From an optimization exercise on the open Yosys and OpenROAD flow, aimed at small area, a short achievable clock period and few clock cycles per item; shortcuts taken in it are not production practice. Only simulation tests tie the RTL to the original design; equivalence was not proved.

== run A ==
Design ntt_bfly, start of the top module:
module ntt_bfly (
    input clk,
    input rst,
    input in_valid,
    input inv,
    input sub,
    input [16:0] a,
    input [16:0] b,
    input [16:0] tf,
    output out_valid,
    output [16:0] p
    );
For scale: roughly 930 cells after synthesis, about 72 flip-flops, about 74 I/O pins, roughly 9300 µm² of cells after synthesis.
Settings: LEC_CHECK=0, CAP_MARGIN=20, CORE_MARGIN=2, CORE_UTILIZATION=40, GPL_TIMING_DRIVEN=0, SLEW_MARGIN=20, SYNTH_HIERARCHICAL=1; clock period 42.0 ns.
standard.sh (not shown) runs the stock make flow with config.mk's settings and CLKGATE_MAP_FILE= SYNTH_SCRIPT=/design/flow/synth_recipe.tcl, a recipe that flattens the netlist after the stock synthesis.
==> flow/flow/run.sh <==
#!/bin/bash
# Own flow: the standard layout (standard.sh: the standard synthesis and
# steps), except:
#  - the cells that buffer_ports puts on the ports: buf_2 on each output
#    (hook before global placement), buf_1 on each input.  Every port still
#    gets a buffer of its own.
#  - clock tree synthesis without dummy load cells.
set -euo pipefail
here=$(pwd)
printf 'buffer_ports -outputs -buffer_cell sky130_fd_sc_hd__buf_2\n' > "$here/buffer_outputs.tcl"
export PRE_GLOBAL_PLACE_TCL="$here/buffer_outputs.tcl"
export BUFFER_PORTS_ARGS="-inputs -buffer_cell sky130_fd_sc_hd__buf_1"
export CTS_ARGS="-sink_clustering_enable -repair_clock_nets -dont_use_dummy_load -buf_list sky130_fd_sc_hd__clkbuf_8 -sink_clustering_size 24 -sink_clustering_max_diameter 200"
bash standard.sh finish > standard_make.log 2>&1
Run A finished every step from synthesis to the final layout, and the layout passed the timing, DRC and antenna checks.
Testbench counts of run A, summed over its fixed seeds: cycles 24,008, items 24,000.
> inputs changed (run A -> run B)
--- a/flow/flow/run.sh
+++ b/flow/flow/run.sh
@@ -13 +13 @@
-export CTS_ARGS="-sink_clustering_enable -repair_clock_nets -dont_use_dummy_load -buf_list sky130_fd_sc_hd__clkbuf_8 -sink_clustering_size 24 -sink_clustering_max_diameter 200"
+export CTS_ARGS="-sink_clustering_enable -repair_clock_nets -dont_use_dummy_load -root_buf sky130_fd_sc_hd__clkbuf_16 -buf_list sky130_fd_sc_hd__clkbuf_8 -sink_clustering_size 24 -sink_clustering_max_diameter 200"
Notes after the runs:
Run B completed end to end with timing, DRC and antenna clean. In the metrics for run B and run A, the one carrying the lower fraction of met1 tracks used by global routing is run B. Summary of run B over run A: detailed-routed wire length on met3 shows a reduction of 0.95%. Core utilization delta for run B relative to run A: 0.45 points higher. Worst setup slack on run B is up relative to run A. Diff run B..run A | buffer count from post-CTS setup fixing | unchanged. Clock network area share (higher): run B.
--- input diff run B..run C ---
--- a/flow/flow/run.sh
+++ b/flow/flow/run.sh
@@ -13 +13 @@
-export CTS_ARGS="-sink_clustering_enable -repair_clock_nets -dont_use_dummy_load -root_buf sky130_fd_sc_hd__clkbuf_16 -buf_list sky130_fd_sc_hd__clkbuf_8 -sink_clustering_size 24 -sink_clustering_max_diameter 200"
+export CTS_ARGS="-sink_clustering_enable -repair_clock_nets -dont_use_dummy_load -buf_list sky130_fd_sc_hd__clkbuf_8 -sink_clustering_size 36 -sink_clustering_max_diameter 400 -sink_clustering_levels 1"
Results
Having completed the whole flow, run C delivered a layout that passed the timing, DRC and antenna checks.
Share of final layout cell area taken by clock buffers and inverters sits lower in run C than in run B.
Taking run B as the reference, in run C number of flip-flops and latches did not really move; met2 track utilization from global routing ~0 delta; clock-buffer cell count level; final instance area has decreased.

---

== job 4004 ==
Another version of the RTL of ntt_bfly (not shown whole).
Size in the first run: ~980 cells after synthesis, roughly 72 flip-flops, roughly 74 I/O pins, roughly 0.0096 mm² of cells after synthesis.
clock: 42.0 ns
lec_check: 0
cap_margin: 20
core_margin: 2
core_utilization: 40
gpl_timing_driven: 0
slew_margin: 20
synth_hierarchical: 1
run.sh (not shown) runs the stock make flow with config.mk's settings and CLKGATE_MAP_FILE= SYNTH_SCRIPT=/design/flow/synth_recipe.tcl, a recipe that flattens the netlist after the stock synthesis.
Stock flow here: none of the scripts above is used.
Job 4004: no failed stages, no open violations at the end
Testbench counts of job 4004, summed over its fixed seeds: cycles 24,008, items 24,000.
What job 8280 does differently from job 4004 at the input level:
Settings: an added CTS_BUF_LIST of sky130_fd_sc_hd__clkbuf_4 sky130_fd_sc_hd__clkbuf_8.
==> flow/flow/run.sh (new file) <==
#!/bin/bash
# Own flow: the standard layout (standard.sh: the standard synthesis and
# steps), except the cells that buffer_ports puts on the ports: buf_2 on each
# output (hook before global placement), buf_1 on each input.  Every port
# still gets a buffer of its own.
set -euo pipefail
here=$(pwd)
printf 'buffer_ports -outputs -buffer_cell sky130_fd_sc_hd__buf_2\n' > "$here/buffer_outputs.tcl"
export PRE_GLOBAL_PLACE_TCL="$here/buffer_outputs.tcl"
export BUFFER_PORTS_ARGS="-inputs -buffer_cell sky130_fd_sc_hd__buf_1"
bash standard.sh finish > standard_make.log 2>&1
==> flow/standard.sh (new file) <==
#!/bin/bash
# synth_recipe.tcl (not shown) runs the flow's synth.tcl, then flattens the netlist and writes it again
# the make line also repeats each setting of config.mk as NAME=value (left out here)
make -C /OpenROAD-flow-scripts/flow DESIGN_CONFIG=/design/flow/config.mk WORK_HOME=/design/flow/orfs CLKGATE_MAP_FILE= SYNTH_SCRIPT=/design/flow/synth_recipe.tcl "${@:-finish}"
removed: flow/run.sh
Results
Job 4004 vs job 8280, master of the slowest instance on the critical path: clkdlybuf4s50_1 vs dfxtp_1
Job 4004 -> job 8280: routed wire length flat
The run showing the smaller area growth from synthesis to final layout is job 8280.
#### Input delta (job 389 over job 8280)
Settings: clearing CTS_BUF_LIST, which used to be sky130_fd_sc_hd__clkbuf_4 sky130_fd_sc_hd__clkbuf_8.
==> flow/flow/run.sh <==
#!/bin/bash
# Own flow: the standard layout (standard.sh, unchanged synthesis and
# steps), except that the ports get buf_2 buffers instead of the cell that
# buffer_ports picks by default.  Every port still gets its own buffer.
set -euo pipefail
export BUFFER_PORTS_ARGS="-buffer_cell sky130_fd_sc_hd__buf_2"
bash standard.sh finish > standard_make.log 2>&1
==> comparison <==
Job 389 vs job 8280 on first-pass GRT wire length: job 389 is the lower one. Critical path depth: job 8280 vs job 389 identical. Setup WNS job 8280 -> job 389: better. For job 389, the origin of the worst setup path was p_q[13], unlike job 8280, where it was p_q[5]. Against job 8280 as the reference, job 389 delivers a higher maximum frequency. [job 389 vs job 8280] post-placement cell area: higher in job 389. Global-route usage: job 389 < job 8280. Between job 8280 and job 389, the pin count of the biggest net entering global routing does not differ in any meaningful way. Between job 8280 and job 389, the difference in share of the clock period used by the worst path is negligible. Compared with job 8280, in job 389 hold slack saw little to no change; final area picked up an extra about 1.8%.

---

Another version of the RTL of ntt_bfly (not shown whole).
Size: roughly 72 flip-flops, roughly 74 I/O pins, about 9400 um^2 of cells after synthesis.
clock: 42.0 ns
lec_check: 0
cap_margin: 20
core_margin: 2
core_utilization: 55
gpl_timing_driven: 0
slew_margin: 20
synth_hierarchical: 1
standard.sh (not shown) runs the stock make flow with config.mk's settings and CLKGATE_MAP_FILE= SYNTH_SCRIPT=/design/flow/synth_recipe.tcl, a recipe that flattens the netlist after the stock synthesis.
==> flow/flow/run.sh <==
#!/bin/bash
# Own flow: the standard layout (standard.sh: the standard synthesis and
# steps), except:
#  - the cells that buffer_ports puts on the ports: buf_2 on each output
#    (hook before global placement), buf_1 on each input.  Every port still
#    gets a buffer of its own.
#  - clock tree synthesis without dummy load cells.
set -euo pipefail
here=$(pwd)
printf 'buffer_ports -outputs -buffer_cell sky130_fd_sc_hd__buf_2\n' > "$here/buffer_outputs.tcl"
export PRE_GLOBAL_PLACE_TCL="$here/buffer_outputs.tcl"
export BUFFER_PORTS_ARGS="-inputs -buffer_cell sky130_fd_sc_hd__buf_1"
export CTS_ARGS="-sink_clustering_enable -repair_clock_nets -dont_use_dummy_load -buf_list sky130_fd_sc_hd__clkbuf_4 -sink_clustering_size 24 -sink_clustering_max_diameter 200"
bash standard.sh finish > standard_make.log 2>&1
Testbench counts at the start, summed over its fixed seeds: cycles 24,008, items 24,000.
==> next run, changes <==
--- a/flow/flow/run.sh
+++ b/flow/flow/run.sh
@@ -12,3 +12,3 @@
 export BUFFER_PORTS_ARGS="-inputs -buffer_cell sky130_fd_sc_hd__buf_1"
-export CTS_ARGS="-sink_clustering_enable -repair_clock_nets -dont_use_dummy_load -buf_list sky130_fd_sc_hd__clkbuf_4 -sink_clustering_size 24 -sink_clustering_max_diameter 200"
+export CTS_ARGS="-sink_clustering_enable -repair_clock_nets -dont_use_dummy_load -buf_list sky130_fd_sc_hd__clkbuf_8 -sink_clustering_size 24 -sink_clustering_max_diameter 200"
 bash standard.sh finish > standard_make.log 2>&1
- CORE_UTILIZATION: 55 -> 40
Synthesized cell count does not change.
First-iteration DRC count shrinks by a few percent.
Setup slack gets better by 0.11 ns.
Final cell count grows by a little under a tenth.
Via count hardly moves.
Worst hold slack gets better by 0.016 ns.
Die area grows by well over a third.
==> next run, changes <==
- CORE_UTILIZATION: 40 -> 55
Effect: The changed run completed with no timing, DRC or antenna violations; setup slack gets worse by 0.012 ns; sequential share of layout area climbs by 0.18 points; sequential cell count does not change; core utilization climbs by 17 points.

---

RTL: one of the versions met above, not the one the previous note started from.
Size in the first run: about 980 cells after synthesis, about 74 I/O pins, ~9600 um2 of cells after synthesis.
Settings: LEC_CHECK=0, CAP_MARGIN=20, CORE_MARGIN=2, CORE_UTILIZATION=40, GPL_TIMING_DRIVEN=0, SLEW_MARGIN=20, SYNTH_HIERARCHICAL=1; clock period 42.0 ns.
==> flow/flow/run.sh <==
#!/bin/bash
# Own flow: the standard layout (standard.sh: the standard synthesis and
# steps), except:
#  - the cells that buffer_ports puts on the ports: buf_2 on each output
#    (hook before global placement), buf_1 on each input.  Every port still
#    gets a buffer of its own.
#  - clock tree synthesis without dummy load cells.
set -euo pipefail
here=$(pwd)
printf 'buffer_ports -outputs -buffer_cell sky130_fd_sc_hd__buf_2\n' > "$here/buffer_outputs.tcl"
export PRE_GLOBAL_PLACE_TCL="$here/buffer_outputs.tcl"
export BUFFER_PORTS_ARGS="-inputs -buffer_cell sky130_fd_sc_hd__buf_1"
export CTS_ARGS="-sink_clustering_enable -repair_clock_nets -dont_use_dummy_load -buf_list sky130_fd_sc_hd__clkbuf_8 -sink_clustering_size 24 -sink_clustering_max_diameter 200"
bash standard.sh finish > standard_make.log 2>&1
The starting point completed with no timing, DRC or antenna violations.
Testbench counts at the start, summed over its fixed seeds: cycles 24,008, items 24,000.
Then changed:
==> flow/flow/run.sh (replaced) <==
#!/bin/bash
# Own flow: the standard layout (standard.sh: the standard synthesis and
# steps), except the cells that buffer_ports puts on the ports: buf_2 on each
# output (hook before global placement), buf_1 on each input.  Every port
# still gets a buffer of its own.
set -euo pipefail
here=$(pwd)
printf 'buffer_ports -outputs -buffer_cell sky130_fd_sc_hd__buf_2\n' > "$here/buffer_outputs.tcl"
export PRE_GLOBAL_PLACE_TCL="$here/buffer_outputs.tcl"
export BUFFER_PORTS_ARGS="-inputs -buffer_cell sky130_fd_sc_hd__buf_1"
bash standard.sh finish > standard_make.log 2>&1
Effect:
- The changed run passed the timing, DRC and antenna checks
- non-clock buffer count does not change
- die area does not change
- sequential share of layout area came out lower by 0.25 points
- critical path depth stays the same
Then changed:
--- a/flow/flow/run.sh
+++ b/flow/flow/run.sh
@@ -3,3 +3,5 @@
-# steps), except the cells that buffer_ports puts on the ports: buf_2 on each
-# output (hook before global placement), buf_1 on each input.  Every port
-# still gets a buffer of its own.
+# steps), except:
+#  - the cells that buffer_ports puts on the ports: buf_2 on each output
+#    (hook before global placement), buf_1 on each input.  Every port still
+#    gets a buffer of its own.
+#  - clock tree synthesis without dummy load cells.
@@ -10,0 +13 @@
+export CTS_ARGS="-sink_clustering_enable -repair_clock_nets -dont_use_dummy_load"
Routed wire length falls slightly.
Cell count falls slightly.

==> what the ideal ports hide <==
The flow's constraints put no driver on any port. The routed layouts listed below were extracted and timed again, unchanged, in two steps. Step 1: set_driving_cell puts a clkbuf_16 on clk and a buf_2 on each other input, an assumption about the parent block. Step 2 also shifts input and output timing later by t, the mid clock arrival at the registers, as if the neighbouring blocks saw the same clock. Slacks: ideal / step 1 / step 2; pairs: ideal / step 1.
| run | shift t [ns] | setup WS [ns] | worst hold slack (ns) | worst data-port slew with drivers (ns) |
|---|---|---|---|---|
| run A | 0.400 | 32.795 / 32.755 / 32.966 | 0.455 / 0.455 / 0.455 | 0.03 |
| run B | 0.387 | 32.827 / 32.782 / 33.026 | 0.449 / 0.449 / 0.449 | 0.03 |
| run C | 0.400 | 32.795 / 32.755 / 32.966 | 0.455 / 0.455 / 0.455 | 0.03 |
| job 4004 | 0.390 | 32.403 / 32.354 / 32.744 | 0.458 / 0.458 / 0.458 | 0.03 |
| job 8280 | 0.416 | 32.797 / 32.755 / 33.172 | 0.450 / 0.450 / 0.450 | 0.03 |
| job 389 | 0.387 | 32.837 / 32.791 / 33.178 | 0.451 / 0.451 / 0.451 | 0.03 |
| the first run of note 3 | 0.465 | 32.695 / 32.655 / 33.119 | 0.425 / 0.425 / 0.425 | 0.03 |
| the second run of note 3 | 0.400 | 32.801 / 32.757 / 33.157 | 0.441 / 0.441 / 0.441 | 0.03 |
| the third run of note 3 | 0.395 | 32.789 / 32.748 / 33.143 | 0.420 / 0.420 / 0.420 | 0.03 |
| the first run of note 4 | 0.405 | 32.811 / 32.770 / 33.175 | 0.450 / 0.450 / 0.450 | 0.03 |
| the second run of note 4 | 0.399 | 32.829 / 32.783 / 33.182 | 0.444 / 0.444 / 0.444 | 0.03 |
| the third run of note 4 | 0.387 | 32.844 / 32.797 / 33.184 | 0.449 / 0.449 / 0.449 | 0.03 |
After both steps every run listed still meets setup and hold.
